This is an optimization exercise on Yosys and OpenROAD, whose aim is small area, a short achievable clock period and few clock cycles, not a production implementation.
At most, simulation tests tie the RTL to the original design; equivalence was not proved.
For runs 1, 2 and 4, only the layout was checked, not whether the RTL still works.

==> design.v <==
module seq_gcd (
        clk,
        rst_n,
        load_i,
        a_i,
        b_i,
        gcd_o,
        done_o
);
        input wire clk;
        input wire rst_n;
        input wire load_i;
        input wire [31:0] a_i;
        input wire [31:0] b_i;
        output wire [31:0] gcd_o;
        output reg done_o;
        reg [32:0] x;
        reg [31:0] y;
        reg [4:0] k;
        reg busy, rs, h;
        wire xs = x[32];
        wire xnz = |x;
        wire ynz = |y;
        wire strip = ~x[0] & ~y[0] & xnz & ynz;
        wire caseA = ~x[0] & ynz;
        wire caseC = x[0] & y[0];
        wire xoff = strip | ~(caseA | caseC);
        wire yoff = caseA & ~strip;
        wire inv = caseC & ~xs;
        wire [32:0] xg = x & {33{~xoff}};
        wire [32:0] yg = {1'b0, y & {32{~yoff}}} ^ {33{inv}};
        wire [11:0] c;
        wire [32:0] s;
        assign c[0] = inv;
        assign {c[1], s[2:0]} = xg[2:0] + yg[2:0] + c[0];
        assign {c[2], s[5:3]} = xg[5:3] + yg[5:3] + c[1];
        assign {c[3], s[8:6]} = xg[8:6] + yg[8:6] + c[2];
        assign {c[4], s[11:9]} = xg[11:9] + yg[11:9] + c[3];
        assign {c[5], s[14:12]} = xg[14:12] + yg[14:12] + c[4];
        assign {c[6], s[17:15]} = xg[17:15] + yg[17:15] + c[5];
        assign {c[7], s[20:18]} = xg[20:18] + yg[20:18] + c[6];
        assign {c[8], s[23:21]} = xg[23:21] + yg[23:21] + c[7];
        assign {c[9], s[26:24]} = xg[26:24] + yg[26:24] + c[8];
        assign {c[10], s[29:27]} = xg[29:27] + yg[29:27] + c[9];
        assign {c[11], s[32:30]} = xg[32:30] + yg[32:30] + c[10];
        wire [32:0] v1 = {s[32], s[32:1]};
        wire tA = ~strip & ~s[1] & ~s[2];
        wire [32:0] v2 = tA ? {{2{s[32]}}, v1[32:2]} : v1;
        wire tB = ~strip & (tA ? ~s[3] : ~s[1]);
        wire [32:0] xn = tB ? {v2[32], v2[32:1]} : v2;
        wire [31:0] xa = {x[31:1] ^ {31{xs}}, x[0]};
        wire keepy = yoff | (caseC & (s[32] == xs));
        wire [31:0] yr = keepy ? y : xa;
        wire fin = ~strip & ((caseC & ~|s) | ~xnz);
        wire kz = (k == 5'd0);
        always @(posedge clk) begin
                if (~busy) begin
                        x <= {1'b0, a_i};
                        y <= b_i;
                        k <= 5'd0;
                        rs <= 1'b0;
                        h <= 1'b0;
                end else if (rs) begin
                        x <= xn;
                        y <= {y[30:0], 1'b0};
                        k <= k - 5'd1;
                end else begin
                        x <= xn;
                        y <= yr;
                        h <= strip & ~h;
                        if (strip & ~h)
                                k <= k + 5'd1;
                        if (fin & ~kz)
                                rs <= 1'b1;
                end
        end
        always @(posedge clk or negedge rst_n) begin
                if (~rst_n) begin
                        busy <= 1'b0;
                        done_o <= 1'b0;
                end else begin
                        busy <= load_i | (busy & ~done_o);
                        done_o <= busy & ~done_o & (rs ? (k == 5'd1) : (fin & kz));
                end
        end
        assign gcd_o = y;
endmodule
==> flow/run.sh <==
#!/bin/bash
# Standard layout, with every port buffered by a sky130_fd_sc_hd__buf_1 instead of the
# cell buffer_ports picks by default.
set -euo pipefail
export BUFFER_PORTS_ARGS="-buffer_cell sky130_fd_sc_hd__buf_1"
bash standard.sh "BUFFER_PORTS_ARGS=$BUFFER_PORTS_ARGS" finish > standard.log 2>&1
==> standard.sh <==
#!/bin/bash
# synth_recipe.tcl (not shown) runs the flow's synth.tcl, then flattens the netlist and writes it again
# the make line also repeats each setting of config.mk as NAME=value (left out here)
make -C /OpenROAD-flow-scripts/flow DESIGN_CONFIG=/design/flow/config.mk WORK_HOME=/design/flow/orfs CLKGATE_MAP_FILE= SYNTH_SCRIPT=/design/flow/synth_recipe.tcl "${@:-finish}"
==> config.mk <==
export PLATFORM = sky130hd
export DESIGN_NAME = seq_gcd
export DESIGN_NICKNAME = seq_gcd
export VERILOG_FILES = /design/flow/design.v
export SDC_FILE = /design/flow/constraint.sdc
export NUM_CORES = 4
export LEC_CHECK = 0
export CAP_MARGIN = 20
export CORE_MARGIN = 2
export CORE_UTILIZATION = 40
export SLEW_MARGIN = 20
==> constraint.sdc <==
create_clock -name core_clock -period 80.0 [get_ports {clk}]
set_input_delay 16.0000 -clock core_clock [delete_from_list [all_inputs] [get_ports {clk}]]
set_output_delay 16.0000 -clock core_clock [all_outputs]
set_load 0.01 [all_outputs]
==> run notes, run 1 <==
critical path type reg2out; Yosys cell types a little over 60; sequential area share after synthesis 29.2%; Worst-Skew Late Latency around 350 ps; fraction of registers with async set/reset under 10%; area grow syn2layout 13.2%; clock buffer count from CTS 9; share of cells above drive strength 1 approximately a tenth; hold bufs inserted after CTS 0; setup repair bufs after CTS 0; register bit total from synthesis 74; headroom to the max-slew limit around 28%; Bufs and invs on worst path 1; CP delay by family, top flip-flops; Max Cap Viol 0; residual DRC count 0; Final GP Congestion approximately 0.9; fill count roughly 1,500; outcome complete, no violations; I/O pin cnt 100; fin crit period roughly 17,000 ps; 1st-iter DRT viols slightly below 400; hpwl dp 13,700 um; worst min path class reg2reg; Critical Path RT roughly 64,000 ps; Max FO, Critical Path 7; area of the core ~15,000 um2; dpl cell area roughly 6700 um2; Post-Route Skew 7.85 ps; worst-margin pin slew between 1000 and 1500 ps; Detailed Routing Iterations Pass 1 5; CP max stage delay between 500 and 600 ps; grt total ovfl 0; Top FF cell, synth dfxtp_1; hold slack final slightly above 500 ps; vias 5,432; Final Max Slew Viols 0; final hold violation count 0; Post-layout nets about 860; Post-Syn Area 6200 um2; clock sink count 74; drt wl/cell between 15 and 20 um; port bufs 99; RSZ-0062 raised after global routing no; antenna violations before repair 0; Final Setup Violations 0; number of enable flip-flop cells after synthesis 32; CTS tree done; GRT Overall Usage between 20% and 30%; maximum clock rate about 59 MHz; global-route wire length before repair around 30,000 um; die area ~17,000 um2; sequential cell area between 1500 and 2000 um2; post-DR vias/cell 5.78; syn nets roughly 800; Finished Cell Area roughly 7000 um2; Mapped Cells roughly 670; CP endpoint kind output port; largest buffer count on any clock path 2; vias in the first global route roughly 5,400; Routed Antenna Nets 0; Die Span Y about 130 um; Final Core Density 46.2%; CP Cell Sequence buf_1; H-tree depth 3; Total Routed Length 18,400 um; diode count 0; Initial Utilization about two fifths; row count 45; Synth warnings 1; Die X about 130 um; Crit path arrival time 1050 ps; startpoint types register; Sum Neg Setup Slack 0 ps; slowest cell on the critical path edfxtp_1; FF-to-FF setup slack approximately 67,000 ps; Resized cells post-CTS 0; Syn Area/Cell 9.23 um2; CTS clk-pin slew, worst paths 60 ps; Tcrit/Tclk final about a fifth; clk root buf clkbuf_16; largest net degree at the start of global routing 63; area of the multi-input gates around 4200 um2
## state kept, by name, indices dropped and copies added (netlist names)
register and flops:
busy 1, k 5, y 32, h 1
done_o 1, x 33, rs 1
## synth_stat cells (3+ instances only)
cell / number / share of area, %
a21o_1: 22 / 2.7
a21oi_1: 19 / 1.5
a22oi_1: 7 / 0.85
a31oi_1: 3 / 0.30
and2_1: 33 / 3.3
and4_1: 4 / 0.56
buf_1: 4 / 0.24
buf_2: 4 / 0.32
clkbuf_1: 31 / 1.9
dfxtp_1: 40 / 13
edfxtp_1: 32 / 15
fa_1: 21 / 6.8
ha_1: 24 / 4.8
inv_1: 11 / 0.67
mux2_2: 32 / 5.8
mux2i_1: 36 / 5.8
nand2_1: 96 / 5.8
nand2b_1: 6 / 0.61
nand3_1: 3 / 0.24
nand4_1: 4 / 0.40
nor2_1: 18 / 1.1
nor3_1: 9 / 0.73
nor3b_1: 9 / 1.1
nor4_1: 19 / 1.9
o21ai_0: 37 / 3.0
o221ai_1: 23 / 3.2
o22ai_1: 4 / 0.40
or3_1: 5 / 0.50
xnor2_1: 36 / 5.1
xor2_1: 40 / 5.6
## cell type report
class / instances / area share, %
multi-input combinational: 543 / 59.4
sequential: 74 / 25.9
timing repair buffer: 107 / 6.15
clock buffer: 10 / 3.40
tap: 188 / 3.35
clock inverter: 6 / 1.27
inverter: 11 / 0.588
## logic make-up after synthesis
group / after synthesis / synth area share [%]
AND/OR/NAND/NOR: 219 / 17.8
AO/OA/AOI/OAI: 135 / 15.2
flip-flops: 74 / 29.2
buffers and inverters: 55 / 3.75
adder cells (fa/ha/maj): 45 / 11.6
XOR/XNOR: 76 / 10.7
multiplexers: 68 / 11.6
## through the flow
step	setup WS, ps	instances
global route	62910	939
finish	62950	939
detailed placement	63330	923
floorplan	63510	672
global placement	63330	923
CTS	62950	939
## routing by layer
layer	track usage, %	vias up	wire length, um
met5	0	-	0
met4	9.78	0	600
met3	3.53	37	881
li1	-	2561	-
met2	37.9	179	8750
met1	29.6	2655	8130
## final timing paths
check | from | end | depth (start not counted)
setup / recovery | y[0]$_DFFE_PP_ | gcd_o[0] | 1
hold / removal | h$_SDFFE_PN0N_ | h$_SDFFE_PN0N_ | 2
setup reg to reg | x[32]$_SDFF_PN0_ | done_o$_DFF_PN0_ | 43
hold reg to reg | h$_SDFFE_PN0N_ | h$_SDFFE_PN0N_ | 2
max in group asynchronous | rst_n | busy$_DFF_PN0_ | 1
min in group asynchronous | rst_n | done_o$_DFF_PN0_ | 1
## worst reg2reg max path: cells and delay by family, from the launching register on
| family | cells | cell delay (ps) |
|---|---|---|
| flops | 1 | 630 |
| fa+ha+maj | 12 | 4800 |
| compound gates | 24 | 5190 |
| simple gates | 7 | 2030 |
## cell usage in the layout, fill, tap and decap left out, types with 3 or more instances in the layout
master	count
clkbuf_16	9
nor3b_1	9
nor4_1	19
nand3_1	3
dfxtp_1	38
mux2i_1	36
nand2_1	96
nor2_1	18
a21oi_1	19
and4_1	4
xnor2_1	36
fa_1	21
edfxtp_1	32
ha_1	24
o21ai_0	37
nand2b_1	6
a31oi_1	3
or3_1	5
buf_1	99
o22ai_1	4
mux2_2	32
buf_4	8
a21o_1	22
nand4_1	4
nor3_1	9
xor2_1	39
inv_1	11
and2_1	33
a22oi_1	7
o221ai_1	23
==> run 2: changes to the inputs <==
==> design.v (replaced) <==
module seq_gcd_step #(parameter W = 0) (
        input  wire [32:0] x,
        input  wire [31:0] y,
        input  wire        h,
        input  wire        xnz,
        input  wire        ynz,
        output wire [32:0] xn,
        output wire [31:0] yn,
        output wire        hn,
        output wire        kinc,
        output wire        fin,
        output wire        xnz_n,
        output wire        ynz_n
);
        wire xs = x[32];
        wire strip = ~x[0] & ~y[0] & xnz & ynz;
        wire caseA = ~x[0] & ynz;
        wire caseC = x[0] & y[0];
        wire caseB = ~caseA & ~caseC;
        wire xoff = strip | caseB;
        wire yoff = caseA & ~strip;
        wire inv = caseC & ~xs;
        wire [32:0] xg = x & {33{~xoff}};
        wire [32:0] yg = {1'b0, y & {32{~yoff}}} ^ {33{inv}};
        wire [32:0] s;
        generate
                if (W == 0) begin : one
                        assign s = xg + yg + {32'd0, inv};
                end else begin : chunks
                        localparam N = (33 + W - 1) / W;
                        wire [N:0] c;
                        assign c[0] = inv;
                        genvar g;
                        for (g = 0; g < N; g = g + 1) begin : ch
                                localparam LO = g * W;
                                localparam HI = (LO + W > 33) ? 32 : LO + W - 1;
                                assign {c[g+1], s[HI:LO]} = xg[HI:LO] + yg[HI:LO] + c[g];
                        end
                end
        endgenerate
        wire sz = ~|s;
        wire [32:0] v1 = {s[32], s[32:1]};
        wire tA = ~strip & ~s[1] & ~s[2];
        wire [32:0] v2 = tA ? {{2{s[32]}}, v1[32:2]} : v1;
        wire tB = ~strip & (tA ? ~s[3] : ~s[1]);
        assign xn = tB ? {v2[32], v2[32:1]} : v2;
        wire [31:0] xa = {x[31:1] ^ {31{xs}}, x[0]};
        wire keepy = yoff | (caseC & (s[32] == xs));
        assign yn = keepy ? y : xa;
        assign hn = strip & ~h;
        assign kinc = strip & ~h;
        assign fin = ~strip & ((caseC & sz) | ~xnz);
        assign xnz_n = ~((caseC & sz) | ~xnz | (caseB & ~ynz));
        assign ynz_n = xnz | ynz;
endmodule
module seq_gcd (
        clk,
        rst_n,
        load_i,
        a_i,
        b_i,
        gcd_o,
        done_o
);
        input wire clk;
        input wire rst_n;
        input wire load_i;
        input wire [31:0] a_i;
        input wire [31:0] b_i;
        output wire [31:0] gcd_o;
        output reg done_o;
        reg [32:0] x;
        reg [31:0] y;
        reg [4:0] k;
        reg busy, rs, h;
        wire [32:0] x1, x2;
        wire [31:0] y1, y2;
        wire h1, h2, ki1, ki2, fin1, fin2, xnz1, ynz1, xnz2, ynz2;
        seq_gcd_step #(.W(0)) st1 (
                .x(x), .y(y), .h(h), .xnz(|x), .ynz(|y),
                .xn(x1), .yn(y1), .hn(h1), .kinc(ki1), .fin(fin1),
                .xnz_n(xnz1), .ynz_n(ynz1));
        seq_gcd_step #(.W(0)) st2 (
                .x(x1), .y(y1), .h(h1), .xnz(xnz1), .ynz(ynz1),
                .xn(x2), .yn(y2), .hn(h2), .kinc(ki2), .fin(fin2),
                .xnz_n(xnz2), .ynz_n(ynz2));
        wire fin = fin1 | fin2;
        wire kz = (k == 5'd0);
        always @(posedge clk) begin
                if (~busy) begin
                        x <= {1'b0, a_i};
                        y <= b_i;
                        k <= 5'd0;
                        rs <= 1'b0;
                        h <= 1'b0;
                end else if (rs) begin
                        x <= x2;
                        y <= {y[30:0], 1'b0};
                        k <= k - 5'd1;
                end else begin
                        x <= x2;
                        y <= y2;
                        h <= h2;
                        k <= k + {4'd0, ki1} + {4'd0, ki2};
                        if (fin & ~kz)
                                rs <= 1'b1;
                end
        end
        always @(posedge clk or negedge rst_n) begin
                if (~rst_n) begin
                        busy <= 1'b0;
                        done_o <= 1'b0;
                end else begin
                        busy <= load_i | (busy & ~done_o);
                        done_o <= busy & ~done_o & (rs ? (k == 5'd1) : (fin & kz));
                end
        end
        assign gcd_o = y;
endmodule
--- a/config.mk
+++ b/config.mk
@@ -5,7 +5,9 @@
 export SDC_FILE = /design/flow/constraint.sdc
 export NUM_CORES = 4
 export LEC_CHECK = 0
+export ABC_AREA = 1
 export CAP_MARGIN = 20
 export CORE_MARGIN = 2
 export CORE_UTILIZATION = 40
+export CTS_BUF_LIST = sky130_fd_sc_hd__clkbuf_8
 export SLEW_MARGIN = 20
==> run notes, run 2 <==
Post-layout nets 2,070; Initial Utilization 40.5%; post-synth top area cell nand2_1; residual DRC count 0; outcome complete, no violations; Resized cells post-CTS 0; Post-Syn Area about 11,000 um2; 1st-iter DRT viols 1,238; Max FO, Critical Path 5; setup repair bufs after CTS 0; count leader, synth nand2_1; Syn Area/Cell between 5 and 6 um2; met2 GRT Util between 40% and 50%; CTS tree done; top cell type's share of synthesized area 19.0%; maximum clock rate roughly 59 MHz; startpoint types register; Crit path arrival time roughly 1000 ps; fin crit period approximately 17,000 ps; GR Util met3 under 10%; area of the core between 20,000 and 30,000 um2; sequential area share after synthesis 13.8%; Total Routed Length 41,300 um; Mapped Cells between 1,500 and 2,000; Detailed Routing Iterations Pass 1 5; grt peak-use layer met2; CP delay by family, top flip-flops; share of cells above drive strength 1 approximately 3.1%; worst min path class reg2reg; clock sink count 74; hpwl dp roughly 34,000 um; syn nets 2,028; vias approximately 12,000; commonest non-fill, non-tap cell in the layout nand2_1; GRT Overall Usage between 20 and 30%; largest buffer count on any clock path 2; Largest register FFs 33; Die Span Y ~170 um; vias in the first global route 11,466; M1 GR Usage approximately 42%; number of enable flip-flop cells after synthesis 0; port bufs just under 100; Synth warnings 1; Final Setup Violations 0; Tcrit/Tclk final about a fifth; largest net degree at the start of global routing 54; antenna violations before repair 0; Sum Neg Setup Slack 0 ps; RSZ-0062 raised after global routing no; drt wl/cell approximately 18 um; Largest Register x; fraction of registers with async set/reset roughly 2.7%; Final GP Congestion around 0.95; headroom to the max-slew limit 32.3%; CP endpoint kind output port; CTS clk-pin slew, worst paths roughly 100 ps; Max Cap Viol 0; synth top area cells nand2_1 (19%), dfxtp_1 (13%), xor2_1 (8.3%), o21ai_0 (7.9%), ha_1 (7.6%); I/O pin cnt 100; hold slack final between 500 and 600 ps; Bufs and invs on worst path 1; worst-margin pin slew 1010 ps; clock buffer count from CTS 9; Final Max Slew Viols 0; row count 60; CP Cell Sequence buf_1; critical path type reg2out; clk root buf clkbuf_8; register bit total from synthesis 74; Worst-Skew Late Latency about 400 ps; slowest cell on the critical path dfxtp_1; H-tree depth 3; final hold violation count 0; grt total ovfl 0; hold bufs inserted after CTS 0; Die X 168 um; diode count 0; Routed Antenna Nets 0; global-route wire length before repair 63,800 um; Top FF cell, synth dfxtp_1; Post-Route Skew between 10 and 15 ps; Critical Path RT roughly 64,000 ps; biggest regs x x33, y x32, k x5; top post-synthesis cells by count nand2_1 (546), nor2_1 (208), inv_1 (177), o21ai_0 (171), a21oi_1 (133); die area 28,400 um2; area grow syn2layout 7.39%; most frequent cells in the layout nand2_1 (545), nor2_1 (208), inv_1 (177); fill count ~3,100; Yosys cell types 53; CP max stage delay ~440 ps; post-DR vias/cell about 5.5
[run 2: changes by cell type in the layout (fill, tap and decap cells not counted), sizes merged, moves of 22 or more]
cell,before,now
edfxtp,32,0
nand2,96,554
mux2i,36,6
dfxtp,40,72
inv,12,183
and2,33,3
a21oi,19,133
o21ai,39,224
o221ai,23,1
xor2,40,104
nand3,3,77
nor2,19,211
mux2,32,0
ha,24,66
[run 2: logic make-up after synthesis]
family	after synthesis	synth area share, %
fa+ha+maj	69	8.19
flops	74	13.8
simple gates	904	34.1
buf+inv	264	9.60
compound gates	425	21.4
mux	6	0.555
xor+xnor	150	12.4
[run 2: metrics by stage]
stage	std cells	cell area [um2]	setup WS (ps)	utilization, %
6_report	2280	11600	62990	43.5
5_1_grt	2280	11600	62930	43.5
4_1_cts	2280	11600	62980	43.5
3_5_place_dp	2264	11400	63420	42.5
3_3_place_gp	2264	11400	63440	42.5
2_1_floorplan	1892	10800	63610	-
[run 2: final timing paths]
path	depth (start not counted)	to	slack, ps	startpoint
max in group asynchronous	1	busy$_DFF_PN0_	64500	rst_n
hold / removal	2	k[3]$_SDFF_PN0_	500	k[3]$_SDFF_PN0_
hold reg to reg	2	k[3]$_SDFF_PN0_	500	k[3]$_SDFF_PN0_
min in group asynchronous	1	done_o$_DFF_PN0_	15360	rst_n
setup / recovery	1	gcd_o[28]	62990	y[28]$_DFF_P_
setup reg to reg	49	y[22]$_DFF_P_	70370	x[32]$_SDFF_PN0_
[run 2: cell type report]
| type | instances | area (um2) | area share, % |
|---|---|---|---|
| Clock buffer | 9 | 124 | 1.07 |
| Clock inverter | 7 | 119 | 1.02 |
| Inverter | 183 | 687 | 5.92 |
| Multi-Input combinational cell | 1554 | 8290 | 71.4 |
| Sequential cell | 74 | 1490 | 12.9 |
| Tap cell | 341 | 427 | 3.67 |
| Timing Repair Buffer | 112 | 469 | 4.04 |
[run 2: metal layers]
layer,routed length (um),vias up
met1,20000,5747
met4,994,0
met5,0,-
li1,-,6241
met3,2320,61
met2,18000,413
==> run 3: changes to the inputs <==
--- a/design.v
+++ b/design.v
@@ -80,7 +80,7 @@
                 .x(x), .y(y), .h(h), .xnz(|x), .ynz(|y),
                 .xn(x1), .yn(y1), .hn(h1), .kinc(ki1), .fin(fin1),
                 .xnz_n(xnz1), .ynz_n(ynz1));
-        seq_gcd_step #(.W(0)) st2 (
+        seq_gcd_step #(.W(3)) st2 (
                 .x(x1), .y(y1), .h(h1), .xnz(xnz1), .ynz(ynz1),
                 .xn(x2), .yn(y2), .hn(h2), .kinc(ki2), .fin(fin2),
                 .xnz_n(xnz2), .ynz_n(ynz2));
--- a/config.mk
+++ b/config.mk
@@ -5,7 +5,6 @@
 export SDC_FILE = /design/flow/constraint.sdc
 export NUM_CORES = 4
 export LEC_CHECK = 0
-export ABC_AREA = 1
 export CAP_MARGIN = 20
 export CORE_MARGIN = 2
 export CORE_UTILIZATION = 40
==> run notes, run 3 <==
register bit total from synthesis 74; Max Cap Viol 0; Bufs and invs on worst path 1; 1st-iter DRT viols approximately 1,200; Sum Neg Setup Slack 0 ps; clock buffer count from CTS 9; Hold Path Depth 1; compound-cell area share of the yosys netlist 24.6%; Mapped Cells 1,419; Total Routed Length approximately 42,000 um; Crit path arrival time 1150 ps; met2 GRT Util 46.9%; Die Span Y 165 um; I/O pin cnt 100; Final Setup Violations 0; share of cells above drive strength 1 6.99%; fraction of registers with async set/reset under 10%; Top FF cell, synth dfxtp_1; hold bufs inserted after CTS 0; row count just under 60; syn nets around 1,600; port bufs about 100; Post-layout nets between 1,500 and 2,000; largest buffer count on any clock path 2; Worst-Skew Late Latency 390 ps; Final GP Congestion a little over 1; GRT Overall Usage 30.4%; CP delay by family, top flip-flops; vias 11,080; Die X 165 um; GR Util met3 between 6 and 7%; slowest cell on the critical path dfxtp_1; largest net degree at the start of global routing 78; synth top area cells dfxtp_1 (14%), mux2i_1 (7.4%), ha_1 (6.6%), xor2_1 (6.1%), nand2_1 (6.1%); RR Startpoint y[7]$_DFF_P_; vias in the first global route 10,212; sequential cell area 1500 um2; setup repair bufs after CTS 0; Routed Antenna Nets 0; CTS clk-pin slew, worst paths 90 ps; Yosys cell types 90; Synth Area in XOR/XNOR 11.3%; CP max stage delay 530 ps; hpwl dp between 30,000 and 40,000 um; WHS Endpoint h$_SDFFE_PN0N_; Hold Crit Start h$_SDFFE_PN0N_; outcome complete, no violations; RSZ-0062 raised after global routing no; count leader, synth nand2_1; Synth Area in Adders 11.0%; dpl cell area around 11,000 um2; grt peak-use layer met2; clk root buf clkbuf_8; Resized cells post-CTS 0; fill count between 2,000 and 3,000; Crit Reg-Reg Endpoint y[29]$_DFF_P_; Finished Cell Area 11,300 um2; residual DRC count 0; commonest non-fill, non-tap cell in the layout nand2_1; area grow syn2layout 8.58%; post-synth top area cell dfxtp_1; number of enable flip-flop cells after synthesis 0; global-route wire length before repair roughly 62,000 um; most frequent cells in the layout nand2_1 (168), nor2_1 (116), o21ai_0 (99), buf_1 (99), a21oi_1 (95); biggest regs x x33, y x32, k x5; Tcrit/Tclk final roughly 21%; Post-Route Skew between 15 and 20 ps; Initial Utilization between 40 and 50%; critical path type reg2out; FF-to-FF setup slack 64,510 ps; worst-margin pin slew ~1200 ps; grt total ovfl 0; headroom to the max-slew limit between 10% and 20%; final hold violation count 0; post-DR vias/cell 6.12; sequential area share after synthesis ~14%; largest family of logic cells by synthesized area compound AO/OA/AOI/OAI gates; startpoint types register; Synth warnings 1; fin crit period roughly 17,000 ps; Syn Area/Cell between 7 and 8 um2; drt wl/cell approximately 23 um; worst min path class reg2reg; diode count 0; clock sink count 74; Critical Path RT 64,000 ps; die area 27,400 um2; FF-to-FF path depth 63; CP Cell Sequence buf_1; area of the core between 20,000 and 30,000 um2; antenna violations before repair 1; Simple-Gate Fraction of Synth Area a little under a quarter; Post-Syn Area between 10,000 and 15,000 um2; top post-synthesis cells by count nand2_1 (169), nor2_1 (116), o21ai_0 (99), a21oi_1 (96), mux2i_1 (77); top cell type's share of synthesized area about 14%; CP endpoint kind output port; Detailed Routing Iterations Pass 1 6; CTS tree done; M1 GR Usage between 40% and 50%; mux contribution to synthesized area 9.69%; H-tree depth 3; area of the multi-input gates ~8400 um2; Largest Register x; maximum clock rate roughly 58 MHz; Final Max Slew Viols 0; Largest register FFs 33; Max FO, Critical Path 5
run 3: changes by cell type after synthesis, sizes merged, moves of 21 or more:
cell / change
a21oi: -33
a21o: +21
nor2: -95
mux2: +21
inv: -122
nand3: -53
o21ai: -120
and2: +43
mux2i: +71
xor2: -31
nand2: -385
a211oi: +22
run 3: final cells by class:
cell class                      instances  area share [%]
Sequential cell                        74            13.2
Multi-Input combinational cell       1201            74.0
Clock inverter                          6           0.994
Timing Repair Buffer                  124            4.94
Inverter                               59            1.96
Clock buffer                           10            1.22
Tap cell                              335            3.70
run 3: cell families after synthesis:
family,count (synthesis)
flip-flops,74
AND/OR/NAND/NOR,504
AO/OA/AOI/OAI,388
XOR/XNOR,133
buffers and inverters,144
adder cells (fa/ha/maj),78
multiplexers,98
run 3: metrics by stage:
| step | hold WS, ps | cells | setup WS [ps] | util, % |
|---|---|---|---|---|
| finish | 468 | 1809 | 62850 | 43.8 |
| global route | 473 | 1809 | 62820 | 43.8 |
| CTS | 468 | 1809 | 62830 | 43.8 |
| detailed placement | 456 | 1793 | 63260 | 42.9 |
| global placement | 447 | 1793 | 63280 | 42.9 |
| floorplan | 439 | 1419 | 63510 | - |
run 3: worst max path at each step:
stage	start	slack [ps]	end	depth (start not counted)
3_3_place_gp	y[23]$_DFF_P_	63280	gcd_o[23]	1
3_5_place_dp	y[23]$_DFF_P_	63260	gcd_o[23]	1
4_1_cts	y[23]$_DFF_P_	62830	gcd_o[23]	1
6_report	y[23]$_DFF_P_	62850	gcd_o[23]	1
2_1_floorplan	b_i[22]	63510	y[22]$_DFF_P_	3
5_1_grt	y[0]$_DFF_P_	62820	gcd_o[0]	1
run 3: per-layer routing:
layer	vias to the layer above	wire length (um)
li1	5182	-
met1	5269	18300
met2	549	18000
met3	80	3990
met4	0	1300
met5	-	0
Testbench counts of run 3, summed over its fixed seeds: cycles 31,604.
==> run 4: changes to the inputs <==
--- a/design.v
+++ b/design.v
@@ -76,7 +76,7 @@
         wire [32:0] x1, x2;
         wire [31:0] y1, y2;
         wire h1, h2, ki1, ki2, fin1, fin2, xnz1, ynz1, xnz2, ynz2;
-        seq_gcd_step #(.W(0)) st1 (
+        seq_gcd_step #(.W(11)) st1 (
                 .x(x), .y(y), .h(h), .xnz(|x), .ynz(|y),
                 .xn(x1), .yn(y1), .hn(h1), .kinc(ki1), .fin(fin1),
                 .xnz_n(xnz1), .ynz_n(ynz1));
--- a/config.mk
+++ b/config.mk
@@ -5,6 +5,7 @@
 export SDC_FILE = /design/flow/constraint.sdc
 export NUM_CORES = 4
 export LEC_CHECK = 0
+export ABC_AREA = 1
 export CAP_MARGIN = 20
 export CORE_MARGIN = 2
 export CORE_UTILIZATION = 40
==> run notes, run 4 <==
vias in the first global route between 9,000 and 10,000; biggest regs x x33, y x32, k x5; RSZ-0062 raised after global routing no; Post-Syn Area between 9000 and 10,000 um2; Largest Register x; Die Span Y approximately 160 um; synth top area cells nand2_1 (19%), dfxtp_1 (15%), ha_1 (6.8%), xor2_1 (6.7%), xnor2_1 (5.7%); syn nets 1,733; CP endpoint kind output port; fin crit period between 15,000 and 20,000 ps; GRT Overall Usage about a quarter; Die X approximately 160 um; Sum Neg Setup Slack 0 ps; Worst-Skew Late Latency ~390 ps; top post-synthesis cells by count nand2_1 (486), nor2_1 (141), inv_1 (127), nand3_1 (104), a21oi_1 (81); Routed Antenna Nets 0; Initial Utilization about two fifths; Final Max Slew Viols 0; CP Cell Sequence buf_1; Detailed Routing Iterations Pass 1 5; fraction of registers with async set/reset 2.70%; clock sink count 74; Tcrit/Tclk final approximately a fifth; Bufs and invs on worst path 1; Critical Path RT between 60,000 and 70,000 ps; wire length on met2 roughly 14,000 um; commonest non-fill, non-tap cell in the layout nand2_1; hpwl dp ~27,000 um; WL met3 roughly 2800 um; global-route wire length before repair around 53,000 um; area of the core approximately 24,000 um2; I/O pin cnt 100; Top Metal Used met5; Crit path arrival time about 1100 ps; Syn Area/Cell roughly 6.2 um2; largest buffer count on any clock path 2; number of enable flip-flop cells after synthesis 0; Post-Route Skew 14.1 ps; worst min path class reg2reg; hold slack final ~510 ps; clock buffer count from CTS 9; fill count 2,665; final hold violation count 0; grt total ovfl 0; H-tree depth 3; most frequent cells in the layout nand2_1 (486), nor2_1 (141), inv_1 (126); count leader, synth nand2_1; register bit total from synthesis 74; port bufs approximately 100; clk root buf clkbuf_8; area grow syn2layout 6.65%; largest net degree at the start of global routing 86; top cell type's share of synthesized area between 10% and 20%; setup repair bufs after CTS 0; residual DRC count 0; drt wl/cell about 18 um; Total Routed Length between 30,000 and 40,000 um; CP max stage delay approximately 430 ps; die area approximately 26,000 um2; Max FO, Critical Path 5; 1st-iter DRT viols between 900 and 1,000; wire length on met1 16,300 um; Largest register FFs 33; CP delay by family, top flip-flops; Post-layout nets about 1,800; headroom to the max-slew limit 27.3%; startpoint types register; FF-to-FF setup slack 63,770 ps; hold bufs inserted after CTS 0; Yosys cell types 55; diode count 0; CTS clk-pin slew, worst paths ~100 ps; row count between 50 and 60; maximum clock rate approximately 59 MHz; Max Cap Viol 0; Final GP Congestion 0.969; Synth warnings 1; antenna violations before repair 1; worst-margin pin slew between 1000 and 1500 ps; Final Setup Violations 0; post-DR vias/cell between 5 and 6; outcome complete, no violations; critical path type reg2out; vias 10,403; share of cells above drive strength 1 under 10%; Mapped Cells 1,586; Resized cells post-CTS 0; post-synth top area cell nand2_1; Top FF cell, synth dfxtp_1; sequential area share after synthesis between 10% and 20%; CTS tree done; slowest cell on the critical path dfxtp_1
[run 4: routing by layer]
| layer | track usage [%] | up-vias |
|---|---|---|
| li1 | - | 5180 |
| met5 | 0 | - |
| met4 | 8.93 | 2 |
| met1 | 39.2 | 4763 |
| met2 | 39.4 | 404 |
| met3 | 4.05 | 54 |
[run 4: kinds of logic (layout without fill, tap and decap cells)]
group / Yosys count / after routing / synth area share, %
AND/OR/NAND/NOR: 798 / 798 / 34.4
AO/OA/AOI/OAI: 262 / 262 / 15.4
buffers and inverters: 229 / 268 / 9.73
XOR/XNOR: 140 / 140 / 12.7
adder cells (fa/ha/maj): 80 / 80 / 12.3
flip-flops: 74 / 74 / 15.2
multiplexers: 3 / 3 / 0.306
[run 4: through the flow]
| stage | setup WS (ps) | utilization [%] | instances | instance area, um2 |
|---|---|---|---|---|
| 2_1_floorplan | 63580 | - | 1586 | 9800 |
| 3_3_place_gp | 63380 | 42.4 | 1933 | 10200 |
| 3_5_place_dp | 63360 | 42.4 | 1933 | 10200 |
| 4_1_cts | 62920 | 43.2 | 1949 | 10500 |
| 5_1_grt | 62490 | 43.2 | 1949 | 10500 |
| 6_report | 62920 | 43.2 | 1949 | 10500 |
[run 4: final timing paths]
kind,start,to,cells after the start
worst min register to register,k[4]$_SDFF_PN0_,k[4]$_SDFF_PN0_,2
min in group asynchronous,rst_n,busy$_DFF_PN0_,1
worst min-delay path,k[4]$_SDFF_PN0_,k[4]$_SDFF_PN0_,2
worst max register to register,x[7]$_DFF_P_,y[16]$_DFF_P_,82
max in group asynchronous,rst_n,done_o$_DFF_PN0_,1
worst max-delay path,y[22]$_DFF_P_,gcd_o[22],1
[run 4: final cells by class]
type / count / area, um2 / share of cell area (%)
Timing Repair Buffer: 109 / 447 / 4.27
Clock inverter: 6 / 72.6 / 0.694
Multi-Input combinational cell: 1283 / 7350 / 70.4
Inverter: 143 / 542 / 5.18
Sequential cell: 74 / 1490 / 14.3
Clock buffer: 10 / 138 / 1.32
Tap cell: 324 / 405 / 3.88
==> run 5: changes to the inputs <==
--- a/design.v
+++ b/design.v
@@ -1,4 +1,4 @@
-module seq_gcd_step #(parameter W = 0) (
+module seq_gcd_step #(parameter W = 0, parameter FS = 0) (
         input  wire [32:0] x,
         input  wire [31:0] y,
         input  wire        h,
@@ -27,14 +27,19 @@
                 if (W == 0) begin : one
                         assign s = xg + yg + {32'd0, inv};
                 end else begin : chunks
-                        localparam N = (33 + W - 1) / W;
+                        localparam NB = FS ? 32 : 33;
+                        localparam N = (NB + W - 1) / W;
                         wire [N:0] c;
                         assign c[0] = inv;
                         genvar g;
                         for (g = 0; g < N; g = g + 1) begin : ch
                                 localparam LO = g * W;
-                                localparam HI = (LO + W > 33) ? 32 : LO + W - 1;
+                                localparam HI = (LO + W > NB) ? NB - 1 : LO + W - 1;
                                 assign {c[g+1], s[HI:LO]} = xg[HI:LO] + yg[HI:LO] + c[g];
+                        end
+                        if (FS) begin : fs
+                                wire [32:0] t = xg[31:0] + yg[31:0] + {31'd0, inv};
+                                assign s[32] = xg[32] ^ yg[32] ^ t[32];
                         end
                 end
         endgenerate
@@ -76,7 +81,7 @@
         wire [32:0] x1, x2;
         wire [31:0] y1, y2;
         wire h1, h2, ki1, ki2, fin1, fin2, xnz1, ynz1, xnz2, ynz2;
-        seq_gcd_step #(.W(11)) st1 (
+        seq_gcd_step #(.W(3), .FS(1)) st1 (
                 .x(x), .y(y), .h(h), .xnz(|x), .ynz(|y),
                 .xn(x1), .yn(y1), .hn(h1), .kinc(ki1), .fin(fin1),
                 .xnz_n(xnz1), .ynz_n(ynz1));
--- a/config.mk
+++ b/config.mk
@@ -10,4 +10,5 @@
 export CORE_MARGIN = 2
 export CORE_UTILIZATION = 40
 export CTS_BUF_LIST = sky130_fd_sc_hd__clkbuf_8
+export CTS_CLUSTER_SIZE = 25
 export SLEW_MARGIN = 20
==> run notes, run 5 <==
Final Setup Violations 0; maximum clock rate between 50 and 60 MHz; largest family of logic cells by synthesized area simple AND/OR/NAND/NOR gates; hold slack final 505 ps; largest buffer count on any clock path 2; Syn Area/Cell between 6 and 7 um2; Initial Utilization about two fifths; Critical Path RT approximately 64,000 ps; synth top area cells nand2_1 (17%), dfxtp_1 (15%), fa_1 (8.7%), xor2_1 (8.7%), ha_1 (7.2%); Post-Syn Area roughly 9600 um2; port bufs between 90 and 100; Hold Crit Start k[3]$_SDFF_PN0_; Mapped Cells approximately 1,500; diode count 0; Detailed Routing Iterations Pass 1 5; Crit path arrival time ~1100 ps; Post-Route Skew between 15 and 20 ps; sequential area share after synthesis around 16%; clk root buf clkbuf_8; top cell type's share of synthesized area 16.8%; GRT Overall Usage about a quarter; met2 GRT Util between 30% and 40%; Final GP Congestion ~0.95; Synth Area in XOR/XNOR about an eighth; compound-cell area share of the yosys netlist between 10% and 20%; CTS clk-pin slew, worst paths approximately 90 ps; largest net degree at the start of global routing between 100 and 150; Final Worst Setup Slack about 63,000 ps; most frequent cells in the layout nand2_1 (429), nor2_1 (134), inv_1 (133); final hold violation count 0; Die Span Y 159 um; vias between 9,000 and 10,000; startpoint types register; H-tree depth 3; vias in the first global route about 9,400; fill count approximately 2,600; grt peak-use layer met1; fin crit period 17,060 ps; CP Cell Sequence buf_1; commonest non-fill, non-tap cell in the layout nand2_1; hold bufs inserted after CTS 0; Yosys cell types 44; hpwl dp 25,900 um; M1 GR Usage around two fifths; Max FO, Critical Path 6; count leader, synth nand2_1; critical path type reg2out; area of the core about 24,000 um2; residual DRC count 0; top post-synthesis cells by count nand2_1 (431), nor2_1 (135), inv_1 (133), nand3_1 (98), xor2_1 (95); CP max stage delay roughly 500 ps; Synth warnings 1; register bit total from synthesis between 70 and 80; DP Worst Slack about 63,000 ps; slowest cell on the critical path dfxtp_1; Largest Register x; antenna violations before repair 0; Crit Reg-Reg Endpoint y[10]$_DFF_P_; area grow syn2layout 7.81%; Die X approximately 160 um; biggest regs x x33, y x32, k x5; Largest register FFs 33; setup repair bufs after CTS 0; Worst-Skew Late Latency about 380 ps; headroom to the max-slew limit between 20% and 30%; Synth Area in Adders approximately 16%; Final Max Slew Viols 0; clock buffer count from CTS 9; FF-to-FF setup slack ~64,000 ps; number of enable flip-flop cells after synthesis 0; die area 25,300 um2; worst-margin pin slew about 1200 ps; Bufs and invs on worst path 1; Sum Neg Setup Slack 0 ps; share of cells above drive strength 1 about 5%; outcome complete, no violations; Hold Path Depth 1; global-route wire length before repair ~53,000 um; mux contribution to synthesized area 0.104%; I/O pin cnt 100; worst min path class reg2reg; FF-to-FF path depth 68; area of the multi-input gates between 7000 and 8000 um2; post-DR vias/cell roughly 5.3; CTS tree done; Tcrit/Tclk final between 20% and 30%; Top FF cell, synth dfxtp_1; RR Startpoint x[32]$_SDFF_PN0_; fraction of registers with async set/reset about 2.7%; Total Routed Length about 33,000 um; clock sink count 74; Routed Antenna Nets 0; CP endpoint kind output port; WHS Endpoint k[3]$_SDFF_PN0_; Resized cells post-CTS 0; drt wl/cell between 15 and 20 um; post-synth top area cell nand2_1; Simple-Gate Fraction of Synth Area 31.0%; Max Cap Viol 0; sequential cell area ~1500 um2; CP delay by family, top flip-flops; Post-layout nets about 1,700; grt total ovfl 0; row count 56; syn nets about 1,700; GR Util met3 5.03%; 1st-iter DRT viols 917; RSZ-0062 raised after global routing no
==> run 5: changes by cell type after synthesis, sizes merged, moves of 8 or more <==
| cell | change |
|---|---|
| buf | -12 |
| fa | +15 |
| inv | +14 |
| nand2 | -63 |
| nand3 | -8 |
| o21ai | -15 |
| xnor2 | -20 |
| xor2 | +20 |
==> run 5: metal layers <==
| layer | up-vias | wire length, um |
|---|---|---|
| li1 | 4951 | - |
| met3 | 35 | 2730 |
| met5 | - | 0 |
| met2 | 355 | 13600 |
| met1 | 4592 | 16100 |
| met4 | 0 | 665 |
==> run 5: worst max path at each step <==
stage / from / endpoint / slack, ps / cells after the start
after global routing: y[0]$_DFF_P_ / gcd_o[0] / 62900 / 1
after CTS: y[0]$_DFF_P_ / gcd_o[0] / 62930 / 1
after detailed placement: y[0]$_DFF_P_ / gcd_o[0] / 63340 / 1
after global placement: y[0]$_DFF_P_ / gcd_o[0] / 63370 / 1
after floorplan: y[0]$_DFF_P_ / gcd_o[0] / 63590 / 0
final: y[0]$_DFF_P_ / gcd_o[0] / 62940 / 1
==> run 5: layout make-up <==
cell class                 count  share of cell area, %
multi-input combinational   1205                   69.4
sequential                    74                   14.4
inverter                     157                   5.70
timing repair buffer         111                   4.45
tap                          319                   3.85
clock buffer                  10                   1.33
clock inverter                 6                  0.857
==> run 5: through the flow <==
step | area, um2 | util, % | std cells
6_report | 10400 | 44.0 | 1882
3_5_place_dp | 10100 | 43.0 | 1866
5_1_grt | 10400 | 44.0 | 1882
4_1_cts | 10400 | 44.0 | 1882
2_1_floorplan | 9610 | - | 1517
3_3_place_gp | 10100 | 43.0 | 1866
==> run 5: cells by family after synthesis <==
kind of cell / Yosys count
XOR/XNOR: 140
adder cells (fa/ha/maj): 97
AO/OA/AOI/OAI: 248
buffers and inverters: 238
multiplexers: 1
AND/OR/NAND/NOR: 719
flip-flops: 74
Testbench counts of run 5, summed over its fixed seeds: cycles 31,604.
==> run 6: changes to the inputs <==
--- a/config.mk
+++ b/config.mk
@@ -5,10 +5,8 @@
 export SDC_FILE = /design/flow/constraint.sdc
 export NUM_CORES = 4
 export LEC_CHECK = 0
-export ABC_AREA = 1
 export CAP_MARGIN = 20
 export CORE_MARGIN = 2
 export CORE_UTILIZATION = 40
 export CTS_BUF_LIST = sky130_fd_sc_hd__clkbuf_8
-export CTS_CLUSTER_SIZE = 25
 export SLEW_MARGIN = 20
==> run notes, run 6 <==
outcome complete, no violations; headroom to the max-slew limit a little under a quarter; FF-to-FF setup slack approximately 64,000 ps; drt wl/cell between 20 and 25 um; residual DRC count 0; Crit path arrival time ~1200 ps; clk root buf clkbuf_8; Finished Cell Area 10,500 um2; 1st-iter DRT viols about 740; hpwl dp roughly 25,000 um; port bufs 99; capture point of the worst path gcd_o[15]; CP max stage delay just under 600 ps; RSZ-0062 raised after global routing no; CTS clk-pin slew, worst paths ~90 ps; count leader, synth nand2_1; antenna violations before repair 0; register bit total from synthesis 74; vias in the first global route just under 9,000; fraction of registers with async set/reset 2.70%; grt total ovfl 0; final std cells w/o fill between 1,500 and 2,000; Worst-Skew Late Latency ~380 ps; diode count 0; commonest non-fill, non-tap cell in the layout nand2_1; Resized cells post-CTS 0; FF-to-FF path depth 62; I/O pin cnt 100; dpl cell area 10,300 um2; Largest Register x; startpoint types register; sequential area share after synthesis 15.3%; top cell type's share of synthesized area about 15%; CP delay by family, top flip-flops; Final Setup Violations 0; Top FF cell, synth dfxtp_1; largest buffer count on any clock path 2; Bufs and invs on worst path 1; share of cells above drive strength 1 roughly 7.1%; H-tree depth 3; Die Span Y between 150 and 200 um; largest net degree at the start of global routing 57; Post-layout nets 1,455; Tcrit/Tclk final a little over a fifth; Sum Neg Setup Slack 0 ps; worst min path class reg2reg; Max Cap Viol 0; biggest regs x x33, y x32, k x5; Yosys cell types slightly above 60; worst-margin pin slew about 1200 ps; hold bufs inserted after CTS 0; Die X 160 um; CP endpoint kind output port; CP Cell Sequence buf_1; Routed Antenna Nets 0; Crit. path cell count 1; Post-Syn Area between 9000 and 10,000 um2; syn nets 1,411; most frequent cells in the layout nand2_1 (152), xor2_1 (107), buf_1 (99); Final Max Slew Viols 0; RR Startpoint y[15]$_DFF_P_; Initial Utilization just over 40%; Largest register FFs 33; Final Core Density 43.6%; setup repair bufs after CTS 0; Synth warnings 1; Syn Area/Cell slightly below 8 um2; Critical Path RT 64,000 ps; post-synth top area cell dfxtp_1; Mapped Cells between 1,000 and 1,500; row count 57; hold slack final 462 ps; Worst Setup SP y[15]$_DFF_P_; top post-synthesis cells by count nand2_1 (152), xor2_1 (107), a21oi_1 (92), nor2_1 (81), dfxtp_1 (72); vias 9,240; Detailed Routing Iterations Pass 1 6; critical path type reg2out; area grow syn2layout 8.10%; dpl cells 1,604; slowest cell on the critical path dfxtp_1; clock sink count 74; fin crit period roughly 17,000 ps; Post-Route Skew roughly 9.1 ps; number of enable flip-flop cells after synthesis 0; die area 25,600 um2; Max FO, Critical Path 5; global-route wire length before repair 51,100 um; GRT Overall Usage roughly a quarter; maximum clock rate between 50 and 60 MHz; Crit Reg-Reg Endpoint y[24]$_DFF_P_; clock buffer count from CTS 9; area of the core roughly 24,000 um2; Final GP Congestion roughly 0.96; CTS tree done; post-DR vias/cell about 5.7; final hold violation count 0; Total Routed Length between 30,000 and 40,000 um; synth top area cells dfxtp_1 (15%), xor2_1 (9.6%), fa_1 (8.6%), mux2i_1 (7.1%), ha_1 (7.1%)
[run 6: cell types whose count changed after synthesis, sizes merged, moves of 21 or more]
cell   change
a21o      +30
a22o      -27
and2      +27
and3      +26
inv       -96
mux2      +35
mux2i     +68
nand2    -284
nand3     -88
nor2      -58
nor4      +21
o21ai     -35
[run 6: area by class of cell]
| type | count | area [um2] |
|---|---|---|
| fillers | 2561 | 13600 |
| clock buffers | 9 | 124 |
| clock inverters | 7 | 86.3 |
| well taps | 324 | 405 |
| inverters | 60 | 225 |
| repair buffers | 117 | 507 |
| multi-input cells | 1029 | 7670 |
| flip-flops and latches | 74 | 1490 |
[run 6: worst reg2reg max path: cells and delay by family, from the launching register on]
family	cells	cell delay (ps)
adders and majority gates	14	6410
AOI/OAI and AO/OA	24	2750
DFF	1	450
and+or+nand+nor	9	3180
buffers and inverters	11	2080
muxes	1	310
xor gates and xnor gates	3	550
[run 6: how the worst min path moves through the flow]
stage	cells past startpoint	endpoint	from	slack (ps)
floorplan	1	h$_SDFFE_PN0N_	h$_SDFFE_PN0N_	440
global placement	1	h$_SDFFE_PN0N_	h$_SDFFE_PN0N_	440
detailed placement	1	h$_SDFFE_PN0N_	h$_SDFFE_PN0N_	450
CTS	1	h$_SDFFE_PN0N_	h$_SDFFE_PN0N_	470
global route	1	h$_SDFFE_PN0N_	h$_SDFFE_PN0N_	470
finish	1	h$_SDFFE_PN0N_	h$_SDFFE_PN0N_	460
[run 6: logic make-up (layout without fill, tap and decap cells)]
logic type	Yosys count	after routing	share of synthesized area, %
muxes	104	104	11.2
adders and majority gates	97	97	15.7
AOI/OAI and AO/OA	283	283	18.1
and+or+nand+nor	380	380	18.4
xor gates and xnor gates	165	165	15.0
buffers and inverters	144	193	6.29
DFF	74	74	15.3
[run 6: metrics by stage]
| stage | worst slack [ps] |
|---|---|
| final | 62830 |
| after global routing | 62830 |
| after CTS | 62850 |
| after detailed placement | 63270 |
| after global placement | 63260 |
| after floorplan | 63540 |
[run 6: layer usage]
metal  vias to the layer above  share of wire, %  global-route usage (%)
li1                       4410                 -                       -
met1                      4443                46                    36.1
met2                       334                43                    39.3
met3                        53               7.3                    4.73
met4                         0               3.1                    8.64
met5                         -                 0                       0
==> run 7: changes to the inputs <==
--- a/config.mk
+++ b/config.mk
@@ -5,6 +5,7 @@
 export SDC_FILE = /design/flow/constraint.sdc
 export NUM_CORES = 4
 export LEC_CHECK = 0
+export ABC_AREA = 1
 export CAP_MARGIN = 20
 export CORE_MARGIN = 2
 export CORE_UTILIZATION = 40
==> run notes, run 7 <==
outcome complete, no violations; Worst-Skew Late Latency about 380 ps; DP Worst Slack about 63,000 ps; RSZ-0062 raised after global routing no; critical path type reg2out; Final Worst Setup Slack roughly 63,000 ps; CP delay by family, top flip-flops; CP max stage delay 500 ps; I/O pin cnt 100; sequential cell area ~1500 um2; fin crit period approximately 17,000 ps; Top FF cell, synth dfxtp_1; Largest Register x; Max Cap Viol 0; startpoint types register; global-route wire length before repair between 50,000 and 60,000 um; Die X approximately 160 um; worst-margin pin slew approximately 1200 ps; area grow syn2layout 7.81%; Sum Neg Setup Slack 0 ps; Post-Route Skew between 15 and 20 ps; Initial Utilization about two fifths; biggest regs x x33, y x32, k x5; clk root buf clkbuf_8; Mapped Cells roughly 1,500; compound-cell area share of the yosys netlist roughly 15%; Max FO, Critical Path 6; Synth warnings 1; area of the core approximately 24,000 um2; residual DRC count 0; Post-layout nets around 1,700; Die Span Y ~160 um; Syn Area/Cell roughly 6.3 um2; most frequent cells in the layout nand2_1 (429), nor2_1 (134), inv_1 (133); count leader, synth nand2_1; clock buffer count from CTS 9; number of enable flip-flop cells after synthesis 0; drt wl/cell roughly 18 um; antenna violations before repair 0; Crit path arrival time about 1100 ps; row count 56; Largest register FFs 33; mux contribution to synthesized area less than 1%; fill count roughly 2,600; Resized cells post-CTS 0; Simple-Gate Fraction of Synth Area ~31%; clock sink count 74; setup repair bufs after CTS 0; share of cells above drive strength 1 under 10%; vias in the first global route approximately 9,400; CTS tree done; top cell type's share of synthesized area 16.8%; largest net degree at the start of global routing ~110; Total Routed Length about 33,000 um; largest buffer count on any clock path 2; Final Core Density approximately 44%; H-tree depth 3; CP endpoint kind output port; Detailed Routing Iterations Pass 1 5; post-synth top area cell nand2_1; Tcrit/Tclk final 21.3%; worst min path class reg2reg; die area approximately 25,000 um2; hold bufs inserted after CTS 0; synth top area cells nand2_1 (17%), dfxtp_1 (15%), fa_1 (8.7%), xor2_1 (8.7%), ha_1 (7.2%); CP Cell Sequence buf_1; Synth Area in XOR/XNOR about 13%; Final Setup Violations 0; Yosys cell types 44; vias a little under 10,000; largest family of logic cells by synthesized area simple AND/OR/NAND/NOR gates; CTS clk-pin slew, worst paths roughly 90 ps; top post-synthesis cells by count nand2_1 (431), nor2_1 (135), inv_1 (133), nand3_1 (98), xor2_1 (95); slowest cell on the critical path dfxtp_1; post-DR vias/cell 5.28; GRT Overall Usage between 20% and 30%; sequential area share after synthesis around 16%; fraction of registers with async set/reset between 2 and 3%; maximum clock rate approximately 59 MHz; Bufs and invs on worst path 1; Final GP Congestion about 0.95; diode count 0; Synth Area in Adders between 15 and 20%; 1st-iter DRT viols roughly 920; register bit total from synthesis 74; Routed Antenna Nets 0; hpwl dp 25,900 um; commonest non-fill, non-tap cell in the layout nand2_1; grt total ovfl 0; final hold violation count 0; area of the multi-input gates between 7000 and 8000 um2; Post-Syn Area approximately 9600 um2; port bufs between 90 and 100; headroom to the max-slew limit between 20% and 30%; Critical Path RT ~64,000 ps; Final Max Slew Viols 0; syn nets 1,681
-- run 7: final timing paths --
check,start,to,slack [ps],cells after the start
hold / removal,k[3]$_SDFF_PN0_,k[3]$_SDFF_PN0_,500,1
setup / recovery,y[0]$_DFF_P_,gcd_o[0],62940,1
max in group asynchronous,rst_n,busy$_DFF_PN0_,64500,1
min in group asynchronous,rst_n,done_o$_DFF_PN0_,15380,1
setup reg to reg,x[32]$_SDFF_PN0_,y[10]$_DFF_P_,64110,68
hold reg to reg,k[3]$_SDFF_PN0_,k[3]$_SDFF_PN0_,500,1
-- run 7: layer usage --
layer | vias to the layer above | GRT usage (%) | routed length, um
li1 | 4951 | - | -
met1 | 4592 | 39.3 | 16100
met2 | 355 | 38.2 | 13600
met3 | 35 | 5.03 | 2730
met4 | 0 | 6.78 | 665
met5 | - | 0 | 0
-- run 7: cell type report --
cell class	count	area share [%]
Tap cell	319	3.85
Clock inverter	6	0.857
Sequential cell	74	14.4
Inverter	157	5.70
Timing Repair Buffer	111	4.45
Clock buffer	10	1.33
Multi-Input combinational cell	1205	69.4
-- run 7: stage by stage --
| stage | cells | hold slack, ps | instance area (um2) |
|---|---|---|---|
| 2_1_floorplan | 1517 | 455 | 9610 |
| 3_3_place_gp | 1866 | 483 | 10100 |
| 3_5_place_dp | 1866 | 491 | 10100 |
| 4_1_cts | 1882 | 505 | 10400 |
| 5_1_grt | 1882 | 546 | 10400 |
| 6_report | 1882 | 505 | 10400 |
-- run 7: cells by family (layout without fill, tap and decap cells) --
logic type                 after synthesis  count (layout)
buffers and inverters                  238             284
and+or+nand+nor                        719             719
xor gates and xnor gates               140             140
AOI/OAI and AO/OA                      248             248
adders and majority gates               97              97
DFF                                     74              74
muxes                                    1               1
==> run 8: changes to the inputs <==
--- a/config.mk
+++ b/config.mk
@@ -8,6 +8,6 @@
 export ABC_AREA = 1
 export CAP_MARGIN = 20
 export CORE_MARGIN = 2
-export CORE_UTILIZATION = 40
+export CORE_UTILIZATION = 60
 export CTS_BUF_LIST = sky130_fd_sc_hd__clkbuf_8
 export SLEW_MARGIN = 20
==> run notes, run 8 <==
diode count 0; M1 GR Usage 54.0%; Crit Reg-Reg Endpoint y[13]$_DFF_P_; headroom to the max-slew limit between 30% and 40%; setup repair bufs after CTS 0; RR Startpoint x[32]$_SDFF_PN0_; area of the core around 16,000 um2; startpoint types register; maximum clock rate between 50 and 60 MHz; commonest non-fill, non-tap cell in the layout nand2_1; count leader, synth nand2_1; Critical Path RT 64,000 ps; antenna violations before repair 0; CP max stage delay 480 ps; critical path type reg2out; top post-synthesis cells by count nand2_1 (431), nor2_1 (135), inv_1 (133), nand3_1 (98), xor2_1 (95); Post-layout nets approximately 1,700; drt wl/cell around 18 um; met2 GRT Util about 56%; GR Util met3 approximately 8%; Resized cells post-CTS 0; register bit total from synthesis 74; CTS tree done; worst-margin pin slew 963 ps; Worst-Skew Late Latency ~400 ps; fraction of registers with async set/reset roughly 2.7%; GRT Overall Usage a little under two fifths; largest net degree at the start of global routing 68; CP Cell Sequence buf_1; syn nets approximately 1,700; fill count 1,611; hold bufs inserted after CTS 0; grt peak-use layer met2; WHS Endpoint k[3]$_SDFF_PN0_; area of the multi-input gates between 7000 and 8000 um2; post-synth top area cell nand2_1; global-route wire length before repair between 40,000 and 50,000 um; final hold violation count 0; grt total ovfl 0; Synth warnings 1; Detailed Routing Iterations Pass 1 6; FF-to-FF path depth 64; sequential area share after synthesis between 15 and 20%; Total Routed Length 31,400 um; number of enable flip-flop cells after synthesis 0; Final GP Congestion 0.971; CP endpoint kind output port; top cell type's share of synthesized area around 17%; Largest Register x; dpl cells between 1,500 and 2,000; most frequent cells in the layout nand2_1 (431), nor2_1 (134), inv_1 (133); synth top area cells nand2_1 (17%), dfxtp_1 (15%), fa_1 (8.7%), xor2_1 (8.7%), ha_1 (7.2%); Post-Route Skew between 20 and 30 ps; outcome complete, no violations; RSZ-0062 raised after global routing no; clock sink count 74; Syn Area/Cell 6.34 um2; sequential cell area around 1500 um2; vias between 10,000 and 15,000; I/O pin cnt 100; post-DR vias/cell ~5.6; Hold Path Depth 1; worst min path class reg2reg; H-tree depth 3; fin crit period between 15,000 and 20,000 ps; area grow syn2layout 6.40%; vias in the first global route about 9,000; Top FF cell, synth dfxtp_1; Initial Utilization just over 60%; Die X 131 um; die area between 15,000 and 20,000 um2; CP delay by family, top flip-flops; Final Max Slew Viols 0; Post-Syn Area 9610 um2; residual DRC count 0; port bufs slightly below 100; Tcrit/Tclk final 21.3%; Sum Neg Setup Slack 0 ps; Yosys cell types between 40 and 50; Hold Crit Start k[3]$_SDFF_PN0_; Final Setup Violations 0; Largest register FFs 33; final std cells w/o fill 1,780; CTS clk-pin slew, worst paths approximately 100 ps; Mapped Cells between 1,500 and 2,000; clock buffer count from CTS 9; Die Span Y around 130 um; hpwl dp between 20,000 and 25,000 um; clk root buf clkbuf_8; largest buffer count on any clock path 2; Final Core Density 64.9%; Bufs and invs on worst path 1; biggest regs x x33, y x32, k x5; row count between 40 and 50; FF-to-FF setup slack 64,860 ps; Routed Antenna Nets 0; 1st-iter DRT viols between 900 and 1,000; share of cells above drive strength 1 roughly 4.9%; Crit path arrival time ~1100 ps; Max Cap Viol 0; Max FO, Critical Path 6; slowest cell on the critical path dfxtp_1
## run 8: cell types whose count changed in the layout (fill, tap and decap cells not counted)
cell,previous run,this run
buf_8,0,1
bufinv_16,2,1
clkinv_2,2,1
clkinv_4,0,2
clkinvlp_4,2,1
inv_6,1,2
nand2_1,429,431
nand2_2,7,5
## run 8: logic make-up after synthesis
family | after synthesis | share of synthesized area (%)
AOI/OAI and AO/OA | 248 | 14.8
xor gates and xnor gates | 140 | 12.8
adders and majority gates | 97 | 15.9
buffers and inverters | 238 | 9.93
DFF | 74 | 15.5
muxes | 1 | 0.104
and+or+nand+nor | 719 | 31.0
## run 8: how the worst max path moves through the flow
stage	cells after the start	slack, ps	end	startpoint
6_report	1	62940	gcd_o[0]	y[0]$_DFF_P_
5_1_grt	1	62920	gcd_o[0]	y[0]$_DFF_P_
4_1_cts	1	62950	gcd_o[0]	y[0]$_DFF_P_
3_5_place_dp	1	63380	gcd_o[0]	y[0]$_DFF_P_
3_3_place_gp	1	63390	gcd_o[0]	y[0]$_DFF_P_
2_1_floorplan	0	63590	gcd_o[0]	y[0]$_DFF_P_
## run 8: layout make-up
type | instances | share of cell area, %
multi-input combinational | 1205 | 70.3
sequential | 74 | 14.6
inverter | 157 | 5.77
timing repair buffer | 112 | 4.66
tap | 216 | 2.64
clock buffer | 10 | 1.35
clock inverter | 6 | 0.709
## run 8: worst register-to-register path: cells and delay by family (launching register included)
family	cells	cell delay (ps)
fa+ha+maj	13	5040
flops	1	320
xor+xnor	2	460
compound gates	10	750
simple gates	32	6270
buf+inv	7	2220
## run 8: per-layer routing
metal	part of all wire, %	up-vias
li1	-	4961
met1	45	4627
met2	43	416
met3	11	47
met4	1.9	0
met5	0	-
## run 8: per-stage QoR
step                cell area [um2]  hold WS, ps  setup WS (ps)
detailed placement            10000          479          63380
floorplan                      9610          455          63590
finish                        10200          497          62940
CTS                           10200          500          62950
global route                  10200          515          62920
global placement              10000          473          63390
==> run 9: changes to the inputs <==
--- a/config.mk
+++ b/config.mk
@@ -8,6 +8,6 @@
 export ABC_AREA = 1
 export CAP_MARGIN = 20
 export CORE_MARGIN = 2
-export CORE_UTILIZATION = 60
+export CORE_UTILIZATION = 75
 export CTS_BUF_LIST = sky130_fd_sc_hd__clkbuf_8
 export SLEW_MARGIN = 20
==> run notes, run 9 <==
Crit Reg-Reg Endpoint y[14]$_DFF_P_; Tcrit/Tclk final between 20% and 30%; Hold Path Depth 2; RSZ-0062 raised after global routing no; share of cells above drive strength 1 under 10%; global-route wire length before repair a little under 50,000 um; most frequent cells in the layout nand2_1 (430), nor2_1 (134), inv_1 (133); mux contribution to synthesized area less than 1%; critical path type reg2out; clock buffer count from CTS 9; worst min path class reg2reg; Bufs and invs on worst path 1; number of enable flip-flop cells after synthesis 0; Die X 117 um; Synth Area in XOR/XNOR about an eighth; biggest regs x x33, y x32, k x5; Final GP Congestion 1.04; FF-to-FF setup slack 64,480 ps; Initial Utilization 76.5%; CP Cell Sequence buf_1; vias 10,571; CP endpoint kind output port; largest net degree at the start of global routing between 90 and 100; Max FO, Critical Path 6; worst-margin pin slew 1050 ps; Final Core Density roughly 81%; Mapped Cells between 1,500 and 2,000; startpoint types register; diode count 0; slowest cell on the critical path dfxtp_1; largest family of logic cells by synthesized area simple AND/OR/NAND/NOR gates; Syn Area/Cell 6.34 um2; register bit total from synthesis 74; Resized cells post-CTS 0; area of the core between 10,000 and 15,000 um2; I/O pin cnt 100; synth top area cells nand2_1 (17%), dfxtp_1 (15%), fa_1 (8.7%), xor2_1 (8.7%), ha_1 (7.2%); 1st-iter DRT viols 1,436; largest buffer count on any clock path 2; H-tree depth 3; Detailed Routing Iterations Pass 1 8; post-synth top area cell nand2_1; WHS Endpoint k[4]$_SDFF_PN0_; Final Max Slew Viols 0; fraction of registers with async set/reset under 10%; count leader, synth nand2_1; drt wl/cell 18.1 um; CTS clk-pin slew, worst paths ~90 ps; Simple-Gate Fraction of Synth Area between 30% and 40%; top cell type's share of synthesized area roughly 17%; Die Span Y around 120 um; Max Cap Viol 0; Top FF cell, synth dfxtp_1; CP max stage delay between 400 and 500 ps; Routed Antenna Nets 0; compound-cell area share of the yosys netlist 14.8%; RR Startpoint x[32]$_SDFF_PN0_; clk root buf clkbuf_8; FF-to-FF path depth between 60 and 70; maximum clock rate 58.7 MHz; residual DRC count 0; vias in the first global route between 9,000 and 10,000; hpwl dp between 20,000 and 25,000 um; Largest Register x; row count between 40 and 50; outcome complete, no violations; clock sink count 74; Critical Path RT about 64,000 ps
-- run 9: cells by family after synthesis --
| family | after synthesis |
|---|---|
| mux | 1 |
| xor+xnor | 140 |
| fa+ha+maj | 97 |
| flops | 74 |
| compound gates | 248 |
| simple gates | 719 |
| buf+inv | 238 |
-- run 9: layout make-up --
class | instances | area [um2] | share of cell area, %
clock buffers | 9 | 124 | 1.22
clock inverters | 7 | 76.3 | 0.752
inverters | 157 | 591 | 5.82
multi-input cells | 1205 | 7190 | 70.9
flip-flops and latches | 74 | 1490 | 14.7
well taps | 172 | 215 | 2.12
repair buffers | 110 | 454 | 4.48
-- run 9: worst max-delay path by stage --
stage	endpoint	from	cells after the start	slack, ps
CTS	gcd_o[0]	y[0]$_DFF_P_	1	62980
finish	gcd_o[0]	y[0]$_DFF_P_	1	62960
floorplan	gcd_o[0]	y[0]$_DFF_P_	0	63590
global placement	gcd_o[0]	y[0]$_DFF_P_	1	63400
detailed placement	gcd_o[0]	y[0]$_DFF_P_	1	63390
global route	gcd_o[0]	y[0]$_DFF_P_	1	62960
-- run 9: per-stage QoR --
stage | cells | setup slack (ps) | hold WS [ps] | instance area [um2]
floorplan | 1517 | 63590 | 455 | 9610
global placement | 1718 | 63400 | 485 | 9940
detailed placement | 1718 | 63390 | 499 | 9940
CTS | 1734 | 62980 | 520 | 10100
global route | 1734 | 62960 | 550 | 10100
finish | 1734 | 62960 | 521 | 10100
-- run 9: metal layers --
metal / up-vias / GRT usage, % / share of wire [%]
li1: 4953 / - / -
met1: 4729 / 60.2 / 38
met2: 755 / 69.0 / 42
met3: 134 / 17.3 / 15
met4: 0 / 18.4 / 4.1
met5: - / 0 / 0

-- what the ideal ports hide --
No port has a modelled driver above. Below, the same layouts with a new extraction and two added sets of constraints. Step 1 (the two cells are an assumption about what drives the block):
set clk [get_ports {clk}]
set_driving_cell -lib_cell sky130_fd_sc_hd__clkbuf_16 $clk
set_driving_cell -lib_cell sky130_fd_sc_hd__buf_2 [delete_from_list [all_inputs] $clk]
Step 2 also shifts input and output timing later by t, the mid clock arrival at the registers, as if the neighbouring blocks saw the same clock. Three values: ideal, step 1, step 2; two values: the first two.
| run | shift t [ns] | setup slack, ns | hold WS [ns] | clock arrival spread, ns | slew at the worst register clock pin (ns) |
|---|---|---|---|---|---|
| run 1 | 0.388 | 62.946 / 62.906 / 63.294 | 0.508 / 0.508 / 0.508 | 0.008 / 0.008 | 0.06 / 0.06 |
| run 2 | 0.433 | 62.986 / 62.945 / 63.379 | 0.501 / 0.501 / 0.501 | 0.013 / 0.013 | 0.10 / 0.10 |
| run 3 | 0.428 | 62.850 / 62.805 / 63.234 | 0.468 / 0.468 / 0.468 | 0.019 / 0.019 | 0.10 / 0.10 |
| run 4 | 0.424 | 62.915 / 62.874 / 63.298 | 0.505 / 0.505 / 0.505 | 0.014 / 0.015 | 0.11 / 0.11 |
| run 5 | 0.415 | 62.944 / 62.903 / 63.318 | 0.505 / 0.505 / 0.505 | 0.018 / 0.018 | 0.10 / 0.10 |
| run 6 | 0.414 | 62.826 / 62.786 / 63.201 | 0.462 / 0.462 / 0.462 | 0.009 / 0.009 | 0.10 / 0.10 |
| run 7 | 0.415 | 62.944 / 62.903 / 63.318 | 0.505 / 0.505 / 0.505 | 0.018 / 0.018 | 0.10 / 0.10 |
| run 8 | 0.424 | 62.943 / 62.903 / 63.327 | 0.497 / 0.497 / 0.497 | 0.029 / 0.028 | 0.11 / 0.11 |
| run 9 | 0.429 | 62.962 / 62.922 / 63.352 | 0.521 / 0.521 / 0.521 | 0.020 / 0.019 | 0.10 / 0.10 |
After both steps setup and hold are still met in every run listed.
